Source: an optimization exercise on an open RTL-to-GDS flow (aim: small area and a short achievable clock period). Production flows keep margins and buffers that such runs may drop.
Function was checked by simulation only, so behaviour that the tests miss may differ from the original.
Power figures rest on the tool's default switching activity, not on a simulated workload.

[design.v]
`timescale 1ns/10ps
 `timescale 1ns/10ps
module switch_router_dsb (
    clk, rst, lx, ly,
    P_datain, P_dataout, P_reqin, P_ackout, P_ackin, P_reqout,
    S_datain, S_dataout, S_reqin, S_ackout, S_ackin, S_reqout,
    W_datain, W_dataout, W_reqin, W_ackout, W_ackin, W_reqout,
    N_datain, N_dataout, N_reqin, N_ackout, N_ackin, N_reqout,
    E_datain, E_dataout, E_reqin, E_ackout, E_ackin, E_reqout
);
input clk, rst;
input [2:0] lx, ly;
input P_reqin, P_ackout;
input S_reqin, S_ackout;
input W_reqin, W_ackout;
input N_reqin, N_ackout;
input E_reqin, E_ackout;
output P_ackin, P_reqout;
output S_ackin, S_reqout;
output W_ackin, W_reqout;
output N_ackin, N_reqout;
output E_ackin, E_reqout;
input [72-1:0] P_datain;
input [72-1:0] S_datain;
input [72-1:0] W_datain;
input [72-1:0] N_datain;
input [72-1:0] E_datain;
output [72-1:0] P_dataout;
output [72-1:0] S_dataout;
output [72-1:0] W_dataout;
output [72-1:0] N_dataout;
output [72-1:0] E_dataout;
localparam DW = 70;    
function [4:0] route;
    input [5:0] dest;
    input [2:0] x0, y0;
    begin
        if (dest[2:0] == x0) begin
            if (dest[5:3] == y0)     route = 5'b10000;
            else if (dest[5:3] > y0) route = 5'b00001;
            else                     route = 5'b00100;
        end else if (dest[2:0] > x0) route = 5'b01000;
        else                         route = 5'b00010;
    end
endfunction
function [4:0] rr;
    input [4:0] req, mask;
    reg [4:0] m, u;
    begin
        m  = req & mask;
        u  = (|m) ? m : req;
        rr = u & ~{|u[3:0], |u[2:0], |u[1:0], u[0], 1'b0};
    end
endfunction
function [4:0] above;
    input [4:0] g;
    begin
        above = {|g[3:0], |g[2:0], |g[1:0], g[0], 1'b0};
    end
endfunction
wire [5*72-1:0] din = {P_datain, E_datain, N_datain, W_datain, S_datain};
wire [4:0] reqin  = {P_reqin, E_reqin, N_reqin, W_reqin, S_reqin};
wire [4:0] ackout = {P_ackout, E_ackout, N_ackout, W_ackout, S_ackout};
wire [24:0]     hroute;    
wire [4:0]      ifull;
wire [5*DW-1:0] ihead;     
wire [24:0]     occ;       
wire [4:0]      mfull;
wire [5*DW-1:0] mhead;
reg  [24:0]     gnt;       
reg  [24:0]     omask;     
reg  [24:0]     imask;     
reg  [24:0] compat, ig, fin;
reg  [4:0]  taken, ipop, mpush;
reg  [24:0] wroute;        
reg  [5*DW-1:0] wdata;     
integer i, j, k;
always @* begin
    for (i = 0; i < 5; i = i + 1)
        for (j = 0; j < 5; j = j + 1)
            compat[i*5+j] = ~mfull[j] & (|hroute[i*5+:5]) &
                            ((~|occ[j*5+:5]) | (|(occ[j*5+:5] & hroute[i*5+:5])));
    for (i = 0; i < 5; i = i + 1)
        ig[i*5+:5] = rr(compat[i*5+:5], imask[i*5+:5]);
    taken = 5'b0;
    for (i = 0; i < 5; i = i + 1) begin
        fin[i*5+:5] = ig[i*5+:5] & ~taken;
        taken = taken | ig[i*5+:5];
    end
    for (i = 0; i < 5; i = i + 1)
        ipop[i] = |fin[i*5+:5];
    for (j = 0; j < 5; j = j + 1) begin
        mpush[j] = 1'b0;
        wroute[j*5+:5] = 5'b0;
        wdata[j*DW+:DW] = {DW{1'b0}};
        for (i = 0; i < 5; i = i + 1) begin
            mpush[j] = mpush[j] | fin[i*5+j];
            wroute[j*5+:5] = wroute[j*5+:5] | ({5{fin[i*5+j]}} & hroute[i*5+:5]);
            wdata[j*DW+:DW] = wdata[j*DW+:DW] | ({DW{fin[i*5+j]}} & ihead[i*DW+:DW]);
        end
    end
end
always @(posedge clk or posedge rst) begin
    if (rst) imask <= 25'b0;
    else
        for (i = 0; i < 5; i = i + 1)
            if (|compat[i*5+:5]) imask[i*5+:5] <= above(ig[i*5+:5]);
end
genvar gi, gr;
generate
for (gi = 0; gi < 5; gi = gi + 1) begin : IN
    reg [3:0] cnt;
    reg [7:0] rp, wp;        
    reg [4:0] hr;
    wire push = reqin[gi] & ~cnt[3];
    wire pop  = ipop[gi];
    wire [DW-1:0] d = din[gi*72 +: DW];
    wire [7:0] rpn = {rp[6:0], rp[7]};
    reg [DW-1:0] head;
    reg [5:0] nxt;           
    wire [DW*8-1:0] mem;
    for (gr = 0; gr < 8; gr = gr + 1) begin : ROW
        reg [DW-1:0] q;
        always @(posedge clk)
            if (wp[gr] & ~cnt[3]) q <= d;
        assign mem[gr*DW +: DW] = q;
    end
    integer r;
    always @* begin
        head = {DW{1'b0}};
        nxt  = 6'b0;
        for (r = 0; r < 8; r = r + 1) begin
            head = head | ({DW{rp[r]}}  & mem[r*DW +: DW]);
            nxt  = nxt  | ({6{rpn[r]}}  & mem[r*DW+58 +: 6]);
        end
    end
    always @(posedge clk or posedge rst) begin
        if (rst) begin
            cnt <= 4'd0;
            rp  <= 8'b1;
            wp  <= 8'b1;
            hr  <= 5'b0;
        end else begin
            cnt <= cnt + {3'b0, push} - {3'b0, pop};
            if (push) wp <= {wp[6:0], wp[7]};
            if (pop)  rp <= rpn;
            if (pop) begin
                if (cnt == 4'd1) hr <= push ? route(d[63:58], lx, ly) : 5'b0;
                else             hr <= route(nxt, lx, ly);
            end else if (cnt == 4'd0)
                hr <= push ? route(d[63:58], lx, ly) : 5'b0;
        end
    end
    assign hroute[gi*5+:5]  = hr;
    assign ifull[gi]        = cnt[3];
    assign ihead[gi*DW+:DW] = head;
end
endgenerate
assign S_ackin = S_reqin & ~ifull[0];
assign W_ackin = W_reqin & ~ifull[1];
assign N_ackin = N_reqin & ~ifull[2];
assign E_ackin = E_reqin & ~ifull[3];
assign P_ackin = P_reqin & ~ifull[4];
reg [4:0] mpop;
always @* begin
    for (j = 0; j < 5; j = j + 1) begin
        mpop[j] = 1'b0;
        for (k = 0; k < 5; k = k + 1)
            mpop[j] = mpop[j] | (gnt[k*5+j] & ackout[k]);
    end
end
wire [24:0] occ_n;
generate
for (gi = 0; gi < 5; gi = gi + 1) begin : MM
    reg [3:0] cnt;
    reg [7:0] rp, wp;
    reg [4:0] oc;
    wire push = mpush[gi];
    wire pop  = mpop[gi];
    reg [DW-1:0] head;
    wire [DW*8-1:0] mem;
    wire [4:0] oc_n = push ? ((|oc) ? oc : wroute[gi*5+:5])
                           : ((pop && cnt == 4'd1) ? 5'b0 : oc);
    for (gr = 0; gr < 8; gr = gr + 1) begin : ROW
        reg [DW-1:0] q;
        always @(posedge clk)
            if (wp[gr] & ~cnt[3]) q <= wdata[gi*DW +: DW];
        assign mem[gr*DW +: DW] = q;
    end
    integer r;
    always @* begin
        head = {DW{1'b0}};
        for (r = 0; r < 8; r = r + 1)
            head = head | ({DW{rp[r]}} & mem[r*DW +: DW]);
    end
    always @(posedge clk or posedge rst) begin
        if (rst) begin
            cnt <= 4'd0;
            rp  <= 8'b1;
            wp  <= 8'b1;
            oc  <= 5'b0;
        end else begin
            cnt <= cnt + {3'b0, push} - {3'b0, pop};
            if (push) wp <= {wp[6:0], wp[7]};
            if (pop)  rp <= {rp[6:0], rp[7]};
            oc <= oc_n;
        end
    end
    assign occ[gi*5+:5]     = oc;
    assign occ_n[gi*5+:5]   = oc_n;
    assign mfull[gi]        = cnt[3];
    assign mhead[gi*DW+:DW] = head;
end
endgenerate
reg [4:0]  oreq_n, omask_n;
reg [24:0] gnt_n, omask_nx;
always @* begin
    for (k = 0; k < 5; k = k + 1) begin
        for (j = 0; j < 5; j = j + 1)
            oreq_n[j] = occ_n[j*5+k];
        omask_n = (|gnt[k*5+:5]) ? above(gnt[k*5+:5]) : omask[k*5+:5];
        omask_nx[k*5+:5] = omask_n;
        gnt_n[k*5+:5] = rr(oreq_n, omask_n);
    end
end
always @(posedge clk or posedge rst) begin
    if (rst) begin
        gnt   <= 25'b0;
        omask <= 25'b0;
    end else begin
        gnt   <= gnt_n;
        omask <= omask_nx;
    end
end
reg [5*DW-1:0] odata;
always @* begin
    for (k = 0; k < 5; k = k + 1) begin
        odata[k*DW+:DW] = {DW{1'b0}};
        for (j = 0; j < 5; j = j + 1)
            odata[k*DW+:DW] = odata[k*DW+:DW] | ({DW{gnt[k*5+j]}} & mhead[j*DW+:DW]);
    end
end
assign S_dataout = {2'b10, odata[0*DW+:DW]};
assign W_dataout = {2'b10, odata[1*DW+:DW]};
assign N_dataout = {2'b10, odata[2*DW+:DW]};
assign E_dataout = {2'b10, odata[3*DW+:DW]};
assign P_dataout = {2'b10, odata[4*DW+:DW]};
assign S_reqout = |gnt[0*5+:5];
assign W_reqout = |gnt[1*5+:5];
assign N_reqout = |gnt[2*5+:5];
assign E_reqout = |gnt[3*5+:5];
assign P_reqout = |gnt[4*5+:5];
endmodule
[config.mk]
export PLATFORM = sky130hd
export DESIGN_NAME = switch_router_dsb
export DESIGN_NICKNAME = switch_router_dsb
export VERILOG_FILES = /design/flow/design.v
export SDC_FILE = /design/flow/constraint.sdc
export NUM_CORES = 8
export LEC_CHECK = 0
export CAP_MARGIN = 20
export CORE_MARGIN = 2
export CORE_UTILIZATION = 40
export SLEW_MARGIN = 20
[run.sh]
#!/bin/bash
# synth_recipe.tcl (not shown) runs the flow's synth.tcl, then flattens the netlist and writes it again
# the make line also repeats each setting of config.mk as NAME=value (left out here)
make -C /OpenROAD-flow-scripts/flow DESIGN_CONFIG=/design/flow/config.mk WORK_HOME=/design/flow/orfs CLKGATE_MAP_FILE= SYNTH_SCRIPT=/design/flow/synth_recipe.tcl finish
[constraint.sdc]
create_clock -name core_clock -period 10.0 [get_ports {clk}]
set_input_delay 2.0000 -clock core_clock [delete_from_list [all_inputs] [get_ports {clk}]]
set_output_delay 2.0000 -clock core_clock [all_outputs]
set_load 0.01 [all_outputs]
==> impl_metrics.yaml <==
cells_and_area:
  syn_to_final_growth_pct: 16.2
  fill_cells: 49800
  drive_above_1_share_pct: 11.2
  nNetsFinal: 15900
  instances_no_fill: 23800
clocking:
  ctsHoldBuffers: 0
  clkLatencyLatePin_ns: 1.23
  tritoncts: "built"
  clkTransAtPathRegs_ns: 0.06
  htreeDepth: 6
  clock_sinks: 5920
  cts-root-buf: "clkbuf_16"
  cts.path.max_buffers: 4
  cts_buffers: 613
  post_cts_resized: 0
  postCtsSetupBuffers: 0
yosys:
  yosys.area.top_type: "edfxtp_1"
  synth_top_area_share_pct: 71.8
  synth.distinct_cells: 88
  synth-edff-count: 5600
  synthArstFlopShare_pct: 5.41
  syn_inst: 14700
  avgSynthCellArea_um2: 15.9
  yosys-top-cells-area: "edfxtp_1, a22oi_1, dfrtp_1"
  yosys_warnings: 1
  ys.flop_type: "edfxtp_1"
  yosysSeqAreaShare_pct: 75.3
  synth-seq-cells: 5920
  syn_area_um2: 234000
pwr:
  combPwrFrac_pct: 8.4
  p_int_uw: 41100
  p_per_area_nw_per_um2: 203
  sequentialPowerShare_pct: 50.8
  leakage_uw: 0.0807
  power.total_uw: 55100
  peakVddDrop_v: 0.000206
  clkPwrFrac_pct: 40.8
  p_sw_share_pct: 25.3
  p_switching_uw: 14000
floorplan:
  die_y_um: 769
  coreArea_um2: 582000
  core.rowCount: 280
  initial_core_util_pct: 40.2
  ios: 748
  dieArea_um2: 591000
  die_w_um: 769
timing:
  setup_tns_ns: 0
  rsz0062_at_grt: "false"
  clock.fmax_mhz: 131
  finalHoldViolCount: 0
  setup_violations: 0
  post-route-period-util_pct: 76.2
  maxSlewHeadroom_pct: 10.0
  tightestPinTransition_ns: 1.35
  fin_skew_ns: 0.114
  fin_ws_ns: 2.38
  fin_crit_ns: 7.62
  maxSlewViolCount: 0
place:
  place_worst_setup_slack_ns: 3.50
  hpwl_um: 651000
  place.gp.congestion: 1.02
  placed_cells: 22500
  numPortBuffers: 727
flow_run:
  cap_violations: 0
detailed_routing:
  drc: 0
  wl_per_cell_um: 42.3
  finalWirelength_um: 1010000
  drt_iter0_markers: 35800
  vias_per_cell: 6.93
  ant_nets: 0
  dr_total_vias: 165000
  dr.pass1.iters: 22
critical_path:
  crit_buf_inv: 2
  crit_path_end_kind: "output port"
  slowest_delay_ns: 0.98
  critPathKind: "flip-flop to output port"
  path_delay_family: "compound AO/OA/AOI/OAI gates"
  worstPathArrival_ns: 5.62
  cp_slowest_cell: "a222oi_1"
  path_cells: "buf_4 -> a22oi_1 -> nand4_1 -> a222oi_1 -> nand2_1 -> clkdlybuf4s50_1"
  cp-start-kind: "flip-flop"
  path_max_fanout: 44
  cp_data_required_time_ns: 8.00
outcome:
  status: "no timing/DRC/antenna violations"
grt:
  grt_max_degree: 86
  grt_overflow: 0
  antenna_found_initial: 246
  grt_usage_pct: 32.6
  grt_pass1_wl_um: 1330000
  grt_pass1_vias: 150000
worst_hold_path:
  hold_path.class: "flip-flop to flip-flop"
## cells by family (layout without fill, tap and decap cells)
kind of cell | after synthesis | in the layout | synth area share, %
XOR/XNOR | 22 | 22 | 0.0823
buffers and inverters | 1360 | 2543 | 2.21
multiplexers | 139 | 139 | 0.666
AO/OA/AOI/OAI | 5156 | 5156 | 16.8
AND/OR/NAND/NOR | 1999 | 1999 | 4.32
flip-flops | 5920 | 5920 | 75.3
adder cells (fa/ha/maj) | 120 | 120 | 0.674
other | 2 | 137 | 0.00321
## layout make-up
class	count	area, µm²	area share (%)
inverter	168	634	0.233
multi-input combinational	7446	53600	19.7
sequential	5920	177000	64.9
timing repair buffer	1265	11600	4.27
clock inverter	328	3360	1.23
clock buffer	782	16200	5.96
antenna	127	318	0.117
tap	7755	9700	3.57
## power by group through the flow
| stage | clock network (µW) | registers [µW] | logic [µW] |
|---|---|---|---|
| 2_1_floorplan | 0 | 28200 | 1870 |
| 3_3_place_gp | 0 | 28500 | 4160 |
| 3_5_place_dp | 0 | 28500 | 4230 |
| 4_1_cts | 22500 | 28000 | 4240 |
| 5_1_grt | 23500 | 28000 | 4620 |
| 6_report | 22500 | 28000 | 4620 |
## flip-flops by register name, summed over array words and instances, names as in the netlist
register and cells:
MM.rp 40, imask 20, gnt 25, omask 25, MM.ROW.q 2800, IN.rp 40
IN.ROW.q 2800, IN.cnt 20, IN.hr 25, MM.wp 40, MM.cnt 20, MM.oc 25
IN.wp 40
## worst min-delay path, cell delays in order, from the launching register on
cell,delay [ns]
dfstp_2,0.37
nand2_1,0.05
nand2_1,0.05
## path summary, 6_finish.rpt
kind | start | to | slack [ns] | depth (start not counted)
worst max-delay path | MM[0].rp[2] | W_dataout[18] | 2.38 | 6
worst min-delay path | IN[2].wp[0] | IN[2].wp[0] | 0.47 | 2
worst max register to register | IN[1].hr[1] | IN[4].cnt[2] | 2.97 | 14
worst min register to register | IN[2].wp[0] | IN[2].wp[0] | 0.47 | 2
max in group asynchronous | rst | IN[3].rp[5] | 6.66 | 4
min in group asynchronous | rst | MM[0].oc[1] | 1.38 | 2
## per-stage QoR
stage               utilization (%)  hold slack, ns  cell area, µm²
floorplan                         -           0.444          234000
global placement               43.2           0.461          251000
detailed placement             43.2           0.460          252000
CTS                            46.6           0.469          271000
global route                   46.7           0.504          272000
finish                         46.7           0.467          272000
## metal layers
layer | vias up | routed length [µm] | global-route usage [%]
met5 | - | 1440 | 0.503
met4 | 158 | 80000 | 20.9
met3 | 3085 | 180000 | 18.0
met2 | 14300 | 400000 | 43.6
met1 | 83500 | 346000 | 40.6
li1 | 63800 | - | -
## synthesized netlist by cell type, types with 8 or more instances
| cell | n |
|---|---|
| xnor2_1 | 11 |
| or3_1 | 12 |
| a311o_1 | 13 |
| mux2_2 | 133 |
| nor3_1 | 42 |
| o22ai_1 | 29 |
| clkbuf_1 | 1107 |
| inv_1 | 167 |
| o21a_1 | 8 |
| and4_1 | 12 |
| dfstp_2 | 20 |
| a22oi_1 | 3666 |
| o211ai_1 | 22 |
| dfrtp_1 | 300 |
| a21o_1 | 32 |
| o32ai_1 | 8 |
| nor4_1 | 12 |
| nand2b_1 | 23 |
| a31o_2 | 14 |
| fa_1 | 10 |
| a221oi_1 | 294 |
| nand3_1 | 37 |
| nand4_1 | 731 |
| and2_1 | 11 |
| a211o_1 | 11 |
| a311oi_1 | 14 |
| nand2_1 | 600 |
| a221o_1 | 90 |
| o21ai_0 | 398 |
| buf_1 | 65 |
| nor2_1 | 358 |
| ha_1 | 110 |
| xor2_1 | 11 |
| a211oi_1 | 14 |
| a21oi_1 | 66 |
| and3_1 | 16 |
| nor2b_1 | 107 |
| edfxtp_1 | 5600 |
| a222oi_1 | 386 |
| buf_4 | 10 |
| a31oi_1 | 22 |
## placed cells by master, fill, tap and decap left out, drive strengths merged, types with 20 or more instances in the layout
master and n:
clkbuf 784, nor3 43, bufinv 30, nand4 731, a31oi 22, a21o 32, ha 110, a221oi 294
mux2 133, buf 536, dfrtp 300, o21ai 402, clkdlybuf4s50 727, inv 192, o22ai 29, nand3 37
o211ai 22, diode 127, a222oi 386, dfstp 20, nor2b 107, a22oi 3670, clkinv 261, nand2 600
nand2b 23, a221o 90, edfxtp 5600, nor2 358, a21oi 66

what the ideal ports hide:
The flow's constraints put no driver on any port. The routed layout listed below was extracted and timed again, unchanged, in two steps. Step 1 sets driving cells, clkbuf_16 on the clock port and buf_2 on the other inputs (assumed; they add their load-dependent delay and slew). Step 2 moves the port delays by t, midway between the first and last clock arrival at a register: inputs arrive t later, outputs are due t later. That takes back most of the time a late clock gives input paths. Three values: ideal ports, drivers, drivers and shift; two values: the first two.
t, ns: 1.286
slack for setup (ns): 2.383 / 2.277 / 2.974
slew at the worst register clock pin (ns): 0.07 / 0.07
After both steps setup and hold are still met in this run. For this run, drivers alone change the setup slack by -0.106 ns; drivers and shift together by +0.591 ns.
